This is an optimization exercise on Yosys and OpenROAD, whose aim is small area, not a production implementation.
In this exercise RTL edits were held to simulation tests only and were not proved equivalent to the original.
The clock port is modelled as an ideal driver, which makes a skipped or thinned clock tree look cheaper than it is; a real chip needs a root buffer or a tree.
Power is estimated from default activity; no workload was simulated.

## run 1
==> flow/design.v (excerpt) <==
module op_code(
    input clk, reset_p,
    input [3:0] key_value,
    input key_valid,
    output [63:0] result_bcd,
    output [15:0] led
);
clock: 320.0 ns
lec_check: 0
cap_margin: 20
core_margin: 2
core_utilization: 65
slew_margin: 20
standard.sh (not shown) runs the stock make flow with config.mk's settings and CLKGATE_MAP_FILE= SYNTH_SCRIPT=/design/flow/synth_recipe.tcl, a recipe that flattens the netlist after the stock synthesis.
==> flow/flow/run.sh <==
#!/bin/bash
# Own layout flow: the standard ORFS flow (standard.sh) with these changes
#  - synthesis maps the logic with an area-oriented ABC script (flow/abc.script);
#    registers are mapped before ABC runs, so they are the standard synthesis's
#  - the clock tree is built by flow/cts_custom.tcl (a root buffer and a few leaf
#    buffers, each driving an equal share of the registers) instead of
#    clock_tree_synthesis; the rest of the CTS step (legalizing, repair) is ORFS's
#  - extra ORFS variables from flow/make_args (one NAME=value per line), e.g.
#    the port buffer cell
# Each tool's full output is in orfs/logs/...; make's own output is in flow.log.
set -euo pipefail
W=$PWD
rm -rf "$W/scripts_mod"
cp -r "$FLOW_HOME/scripts" "$W/scripts_mod"
cp "$W/flow/abc.script" "$W/scripts_mod/abc_speed.script"
grep -q '^log_cmd clock_tree_synthesis {\*}\$cts_args$' "$W/scripts_mod/cts.tcl"
sed -i "s#^log_cmd clock_tree_synthesis {\*}\$cts_args\$#source $W/flow/cts_custom.tcl#" "$W/scripts_mod/cts.tcl"
grep -q "cts_custom.tcl" "$W/scripts_mod/cts.tcl"
args=("SCRIPTS_DIR=$W/scripts_mod")
if [[ -f "$W/flow/make_args" ]]; then
  while IFS= read -r line; do
    [[ -n "$line" && "$line" != \#* ]] && args+=("$line")
  done < "$W/flow/make_args"
fi
bash "$W/standard.sh" "${args[@]}" finish > "$W/flow.log" 2>&1
==> flow/flow/abc.script <==
strash
balance
rewrite -z
refactor -z
rewrite -z
resub -K 8 -z
rewrite -z
dch -f
amap -F 10 -C 3000
topo
Other scripts of this flow, unchanged in this note and not shown: flow/flow/cts_custom.tcl, flow/flow/make_args
In summary, run 1 completed successfully, with a layout that passed the timing, DRC and antenna checks.
Modified inputs, run 2 compared to run 1
- swapping 65 for 75 in CORE_UTILIZATION
Compared with run 1, in run 2 highest ir drop seen on vdd increased 21%, hold slack increased 0.0050 ns, post-layout worst setup margin decreased 0.082 ns. Run 2 vs run 1, clock power share went down by 0.3 points. Re leftover overflow at the end of global routing: no difference whatsoever between run 2 and run 1. Compared to run 1, the routing of run 2 uses more wire. Per the comparison of run 2 with run 1, summed negative setup slack over all endpoints roughly the same, synthesis-to-layout area growth roughly the same.
For run 3, these inputs were changed with respect to run 2:
- CTS_BUF_LIST now sky130_fd_sc_hd__clkbuf_8, previously not set
- CORE_UTILIZATION now 65, was 75
- CTS_CLUSTER_SIZE now 20, previously not set
==> flow/flow/abc.script <==
strash
dch -f
amap
topo
==> results.txt <==
Re final cell count: run 2 and run 3 aren't equal, and the lower value belongs to run 2. Setup slack, run 2 and run 3: higher on run 2. Cmp run 3 vs run 2: post-place instance area higher in run 3. Die area, run 2 and run 3, lower one = run 2. Looking only at met2 track demand over resource, and setting everything else aside, the higher value of run 2 and run 3 goes to run 2. Run 3 vs run 2 on global-route usage: run 3 is the lower one.
Here is what was changed in the inputs of run 4 compared with run 3.
- CTS_BUF_LIST: sky130_fd_sc_hd__clkbuf_8 -> unset
- CTS_CLUSTER_SIZE: 20 -> unset
==> comparison <==
Run 4 finished end to end and its layout was clean on timing, DRC and antenna. Status: maximum frequency parity (run 4, run 3). Run 4 -> run 3: count of placed standard cells in the final layout, fillers left out flat. There was hardly any difference in number of placement rows between run 4 and run 3.
In every run of this note, the design's own scripts or RTL, not TritonCTS, make the clock network.

op_code again, from the RTL that the note above started with.
Design op_code, start of the top module:
module op_code(
    input clk, reset_p,
    input [3:0] key_value,
    input key_valid,
    output [63:0] result_bcd,
    output [15:0] led
);
clock: 320.0 ns
lec_check: 0
cap_margin: 20
core_margin: 2
core_utilization: 65
slew_margin: 20
==> flow/flow/cts_custom.tcl <==
# Clock tree built here in place of clock_tree_synthesis: the clock port drives
# one root buffer, which drives LEAVES leaf buffers; the registers are split
# into LEAVES groups of equal size by recursive bisection of their placement,
# and each group is driven by a leaf buffer placed at the group's centre.
set cts_leaves 9
set cts_leaf_cell sky130_fd_sc_hd__clkbuf_8
set cts_root_cell sky130_fd_sc_hd__clkbuf_8

proc cts_bisect { pts n } {
  # split the list of {x y iterm} into n groups of (nearly) equal size
  if { $n <= 1 } { return [list $pts] }
  set xs [lsort -integer [lmap p $pts { lindex $p 0 }]]
  set ys [lsort -integer [lmap p $pts { lindex $p 1 }]]
  set dx [expr { [lindex $xs end] - [lindex $xs 0] }]
  set dy [expr { [lindex $ys end] - [lindex $ys 0] }]
  set idx [expr { $dx >= $dy ? 0 : 1 }]
  set sorted [lsort -integer -index $idx $pts]
  set n1 [expr { $n / 2 }]
  set k [expr { int(round([llength $sorted] * double($n1) / $n)) }]
  return [concat [cts_bisect [lrange $sorted 0 [expr { $k - 1 }]] $n1] \
                 [cts_bisect [lrange $sorted $k end] [expr { $n - $n1 }]]]
}

set cts_block [ord::get_db_block]
set cts_db [ord::get_db]
set cts_clk [$cts_block findNet clk]
set cts_pts {}
foreach it [$cts_clk getITerms] {
  set inst [$it getInst]
  set bb [$inst getBBox]
  lappend cts_pts [list [expr { ([$bb xMin] + [$bb xMax]) / 2 }] \
                        [expr { ([$bb yMin] + [$bb yMax]) / 2 }] $it]
}
puts "custom cts: [llength $cts_pts] sinks, $cts_leaves leaves"

set rootm [$cts_db findMaster $cts_root_cell]
set leafm [$cts_db findMaster $cts_leaf_cell]
set root_net [odb::dbNet_create $cts_block clknet_root]
$root_net setSigType CLOCK
set root [odb::dbInst_create $cts_block $rootm clkbuf_root]
[$root findITerm A] connect $cts_clk
[$root findITerm X] connect $root_net

set sx 0; set sy 0; set nl 0
set i 0
foreach grp [cts_bisect $cts_pts $cts_leaves] {
  set gx 0; set gy 0
  foreach p $grp { incr gx [lindex $p 0]; incr gy [lindex $p 1] }
  set gx [expr { $gx / [llength $grp] }]
  set gy [expr { $gy / [llength $grp] }]
  set net [odb::dbNet_create $cts_block clknet_leaf_$i]
  $net setSigType CLOCK
  set buf [odb::dbInst_create $cts_block $leafm clkbuf_leaf_$i]
  $buf setLocation [expr { $gx - [$leafm getWidth] / 2 }] [expr { $gy - [$leafm getHeight] / 2 }]
  $buf setPlacementStatus PLACED
  [$buf findITerm A] connect $root_net
  [$buf findITerm X] connect $net
  foreach p $grp {
    set it [lindex $p 2]
    $it disconnect
    $it connect $net
  }
  puts "custom cts: leaf $i at ($gx, $gy) drives [llength $grp] sinks"
  incr sx $gx; incr sy $gy; incr nl
  incr i
}
$root setLocation [expr { $sx / $nl - [$rootm getWidth] / 2 }] [expr { $sy / $nl - [$rootm getHeight] / 2 }]
$root setPlacementStatus PLACED
global_connect
==> flow/flow/make_args <==
BUFFER_PORTS_ARGS=-buffer_cell sky130_fd_sc_hd__buf_1
DONT_USE_CELLS=sky130_fd_sc_hd__probe_p_8 sky130_fd_sc_hd__probec_p_8 sky130_fd_sc_hd__lpflow_bleeder_1 sky130_fd_sc_hd__lpflow_clkbufkapwr_1 sky130_fd_sc_hd__lpflow_clkbufkapwr_16 sky130_fd_sc_hd__lpflow_clkbufkapwr_2 sky130_fd_sc_hd__lpflow_clkbufkapwr_4 sky130_fd_sc_hd__lpflow_clkbufkapwr_8 sky130_fd_sc_hd__lpflow_clkinvkapwr_1 sky130_fd_sc_hd__lpflow_clkinvkapwr_16 sky130_fd_sc_hd__lpflow_clkinvkapwr_2 sky130_fd_sc_hd__lpflow_clkinvkapwr_4 sky130_fd_sc_hd__lpflow_clkinvkapwr_8 sky130_fd_sc_hd__lpflow_decapkapwr_12 sky130_fd_sc_hd__lpflow_decapkapwr_3 sky130_fd_sc_hd__lpflow_decapkapwr_4 sky130_fd_sc_hd__lpflow_decapkapwr_6 sky130_fd_sc_hd__lpflow_decapkapwr_8 sky130_fd_sc_hd__lpflow_inputiso0n_1 sky130_fd_sc_hd__lpflow_inputiso0p_1 sky130_fd_sc_hd__lpflow_inputiso1n_1 sky130_fd_sc_hd__lpflow_inputiso1p_1 sky130_fd_sc_hd__lpflow_inputisolatch_1 sky130_fd_sc_hd__lpflow_isobufsrc_1 sky130_fd_sc_hd__lpflow_isobufsrc_16 sky130_fd_sc_hd__lpflow_isobufsrc_2 sky130_fd_sc_hd__lpflow_isobufsrc_4 sky130_fd_sc_hd__lpflow_isobufsrc_8 sky130_fd_sc_hd__lpflow_isobufsrckapwr_16 sky130_fd_sc_hd__lpflow_lsbuf_lh_hl_isowell_tap_1 sky130_fd_sc_hd__lpflow_lsbuf_lh_hl_isowell_tap_2 sky130_fd_sc_hd__lpflow_lsbuf_lh_hl_isowell_tap_4 sky130_fd_sc_hd__lpflow_lsbuf_lh_isowell_4 sky130_fd_sc_hd__lpflow_lsbuf_lh_isowell_tap_1 sky130_fd_sc_hd__lpflow_lsbuf_lh_isowell_tap_2 sky130_fd_sc_hd__lpflow_lsbuf_lh_isowell_tap_4 sky130_fd_sc_hd__fill_1 sky130_fd_sc_hd__fill_2 sky130_fd_sc_hd__fill_4 sky130_fd_sc_hd__fill_8  sky130_fd_sc_hd__buf_6 sky130_fd_sc_hd__buf_8 sky130_fd_sc_hd__buf_12 sky130_fd_sc_hd__buf_16 sky130_fd_sc_hd__bufinv_8 sky130_fd_sc_hd__bufinv_16 sky130_fd_sc_hd__inv_6 sky130_fd_sc_hd__inv_8 sky130_fd_sc_hd__inv_12 sky130_fd_sc_hd__inv_16 sky130_fd_sc_hd__clkinv_8 sky130_fd_sc_hd__clkinv_16 sky130_fd_sc_hd__clkinvlp_4 sky130_fd_sc_hd__dlygate4sd1_1 sky130_fd_sc_hd__dlygate4sd2_1 sky130_fd_sc_hd__dlygate4sd3_1 sky130_fd_sc_hd__clkdlybuf4s15_1 sky130_fd_sc_hd__clkdlybuf4s15_2 sky130_fd_sc_hd__clkdlybuf4s18_1 sky130_fd_sc_hd__clkdlybuf4s18_2 sky130_fd_sc_hd__clkdlybuf4s25_1 sky130_fd_sc_hd__clkdlybuf4s25_2 sky130_fd_sc_hd__clkdlybuf4s50_1 sky130_fd_sc_hd__clkdlybuf4s50_2 sky130_fd_sc_hd__dlymetal6s2s_1 sky130_fd_sc_hd__dlymetal6s4s_1 sky130_fd_sc_hd__dlymetal6s6s_1
RECOVER_POWER=100
Scripts as last shown in full above: flow/flow/run.sh
Other scripts of this flow, unchanged in this note and not shown: flow/flow/abc.script
The baseline finished but failed the layout checks on capacitance limit, slew limit.
==> next run, changes <==
==> flow/flow/make_args (replaced) <==
BUFFER_PORTS_ARGS=-buffer_cell sky130_fd_sc_hd__buf_1
DONT_USE_CELLS=sky130_fd_sc_hd__probe_p_8 sky130_fd_sc_hd__probec_p_8 sky130_fd_sc_hd__lpflow_bleeder_1 sky130_fd_sc_hd__lpflow_clkbufkapwr_1 sky130_fd_sc_hd__lpflow_clkbufkapwr_16 sky130_fd_sc_hd__lpflow_clkbufkapwr_2 sky130_fd_sc_hd__lpflow_clkbufkapwr_4 sky130_fd_sc_hd__lpflow_clkbufkapwr_8 sky130_fd_sc_hd__lpflow_clkinvkapwr_1 sky130_fd_sc_hd__lpflow_clkinvkapwr_16 sky130_fd_sc_hd__lpflow_clkinvkapwr_2 sky130_fd_sc_hd__lpflow_clkinvkapwr_4 sky130_fd_sc_hd__lpflow_clkinvkapwr_8 sky130_fd_sc_hd__lpflow_decapkapwr_12 sky130_fd_sc_hd__lpflow_decapkapwr_3 sky130_fd_sc_hd__lpflow_decapkapwr_4 sky130_fd_sc_hd__lpflow_decapkapwr_6 sky130_fd_sc_hd__lpflow_decapkapwr_8 sky130_fd_sc_hd__lpflow_inputiso0n_1 sky130_fd_sc_hd__lpflow_inputiso0p_1 sky130_fd_sc_hd__lpflow_inputiso1n_1 sky130_fd_sc_hd__lpflow_inputiso1p_1 sky130_fd_sc_hd__lpflow_inputisolatch_1 sky130_fd_sc_hd__lpflow_isobufsrc_1 sky130_fd_sc_hd__lpflow_isobufsrc_16 sky130_fd_sc_hd__lpflow_isobufsrc_2 sky130_fd_sc_hd__lpflow_isobufsrc_4 sky130_fd_sc_hd__lpflow_isobufsrc_8 sky130_fd_sc_hd__lpflow_isobufsrckapwr_16 sky130_fd_sc_hd__lpflow_lsbuf_lh_hl_isowell_tap_1 sky130_fd_sc_hd__lpflow_lsbuf_lh_hl_isowell_tap_2 sky130_fd_sc_hd__lpflow_lsbuf_lh_hl_isowell_tap_4 sky130_fd_sc_hd__lpflow_lsbuf_lh_isowell_4 sky130_fd_sc_hd__lpflow_lsbuf_lh_isowell_tap_1 sky130_fd_sc_hd__lpflow_lsbuf_lh_isowell_tap_2 sky130_fd_sc_hd__lpflow_lsbuf_lh_isowell_tap_4 sky130_fd_sc_hd__fill_1 sky130_fd_sc_hd__fill_2 sky130_fd_sc_hd__fill_4 sky130_fd_sc_hd__fill_8  sky130_fd_sc_hd__buf_6 sky130_fd_sc_hd__buf_8 sky130_fd_sc_hd__buf_12 sky130_fd_sc_hd__buf_16 sky130_fd_sc_hd__bufinv_8 sky130_fd_sc_hd__bufinv_16 sky130_fd_sc_hd__inv_6 sky130_fd_sc_hd__inv_8 sky130_fd_sc_hd__inv_12 sky130_fd_sc_hd__inv_16 sky130_fd_sc_hd__clkinv_8 sky130_fd_sc_hd__clkinv_16 sky130_fd_sc_hd__clkinvlp_4 sky130_fd_sc_hd__dlygate4sd1_1 sky130_fd_sc_hd__dlygate4sd2_1 sky130_fd_sc_hd__dlygate4sd3_1 sky130_fd_sc_hd__clkdlybuf4s15_1 sky130_fd_sc_hd__clkdlybuf4s15_2 sky130_fd_sc_hd__clkdlybuf4s18_1 sky130_fd_sc_hd__clkdlybuf4s18_2 sky130_fd_sc_hd__clkdlybuf4s25_1 sky130_fd_sc_hd__clkdlybuf4s25_2 sky130_fd_sc_hd__clkdlybuf4s50_1 sky130_fd_sc_hd__clkdlybuf4s50_2 sky130_fd_sc_hd__dlymetal6s2s_1 sky130_fd_sc_hd__dlymetal6s4s_1 sky130_fd_sc_hd__dlymetal6s6s_1
GPL_TIMING_DRIVEN = 0   (was default)
Effect: The new run completed without violations. Critical path depth does not change. Combinational power increases by about 4%. Area after synthesis is unchanged. Wire length decreases by 1.1%. Design area increases by 1.2%. Global-route usage increases by 0.51 points. Total power increases by 1.4%. Core utilization increases by 0.88 points. Hold slack stays flat.
==> next run, changes <==
GPL_TIMING_DRIVEN = default   (was 0)
What happened: Via count hardly moves. Combinational power fell by about 3%. Wire length rose by 0.70%. Power fell by 1.2%. Area after synthesis stays the same. Sequential power is about the same. Die area stays the same. Cell area fell by 0.93%. Hold slack barely changes. Fmax rose by 0.54%. Worst setup slack is better by 450 ps.
==> next run, changes <==
--- a/flow/flow/cts_custom.tcl
+++ b/flow/flow/cts_custom.tcl
@@ -3,5 +3,5 @@
 # into LEAVES groups of equal size by recursive bisection of their placement,
 # and each group is driven by a leaf buffer placed at the group's centre.
-set cts_leaves 9
+set cts_leaves 10
 set cts_leaf_cell sky130_fd_sc_hd__clkbuf_8
 set cts_root_cell sky130_fd_sc_hd__clkbuf_8
The changed run went through all stages and came out clean.
Wire length is about the same.
Total power increases slightly.
Clock skew stays flat.
Via count is about the same.
Combinational power is about the same.
No run of this note takes its clock network from TritonCTS; it comes from the design's own scripts or RTL.

-- re-timing with driven ports --
Ports are ideal in the flow. The routed layouts listed here were re-timed in OpenROAD. Step 1, drivers: a clkbuf_16 drives clk and a buf_2 each remaining input, both assumed. Step 2, shift: input delay + t, output delay - t, t = (earliest + latest rising clock arrival at the registers) / 2. This alone moves slack from input paths to output paths. Slacks: no drivers / after step 1 / after step 2; pairs: no drivers / after step 1.
| run | t (ns) | setup slack, ns | worst hold slack (ns) | slew at the worst register clock pin (ns) |
|---|---|---|---|---|
| run 1 | 0.454 | 236.139 / 236.155 / 235.701 | 0.431 / 0.431 / 0.431 | 0.11 / 0.11 |
| run 2 | 0.450 | 236.057 / 236.068 / 235.618 | 0.436 / 0.436 / 0.436 | 0.10 / 0.10 |
| run 3 | 0.446 | 235.443 / 235.454 / 235.008 | 0.428 / 0.428 / 0.428 | 0.11 / 0.11 |
| run 4 | 0.446 | 235.443 / 235.454 / 235.008 | 0.428 / 0.428 / 0.428 | 0.11 / 0.11 |
| the first run of note 2 | 0.440 | 236.090 / 236.099 / 235.659 | 0.434 / 0.434 / 0.434 | 0.11 / 0.11 |
| the second run of note 2 | 0.455 | 235.675 / 235.689 / 235.235 | 0.433 / 0.433 / 0.433 | 0.12 / 0.12 |
| the third run of note 2 | 0.442 | 236.130 / 236.141 / 235.699 | 0.432 / 0.432 / 0.432 | 0.11 / 0.11 |
| the fourth run of note 2 | 0.445 | 236.119 / 236.128 / 235.683 | 0.430 / 0.430 / 0.430 | 0.10 / 0.10 |
For the second run of note 2, which loses most, drivers alone change the setup slack by +0.014 ns; drivers and shift together by -0.440 ns.
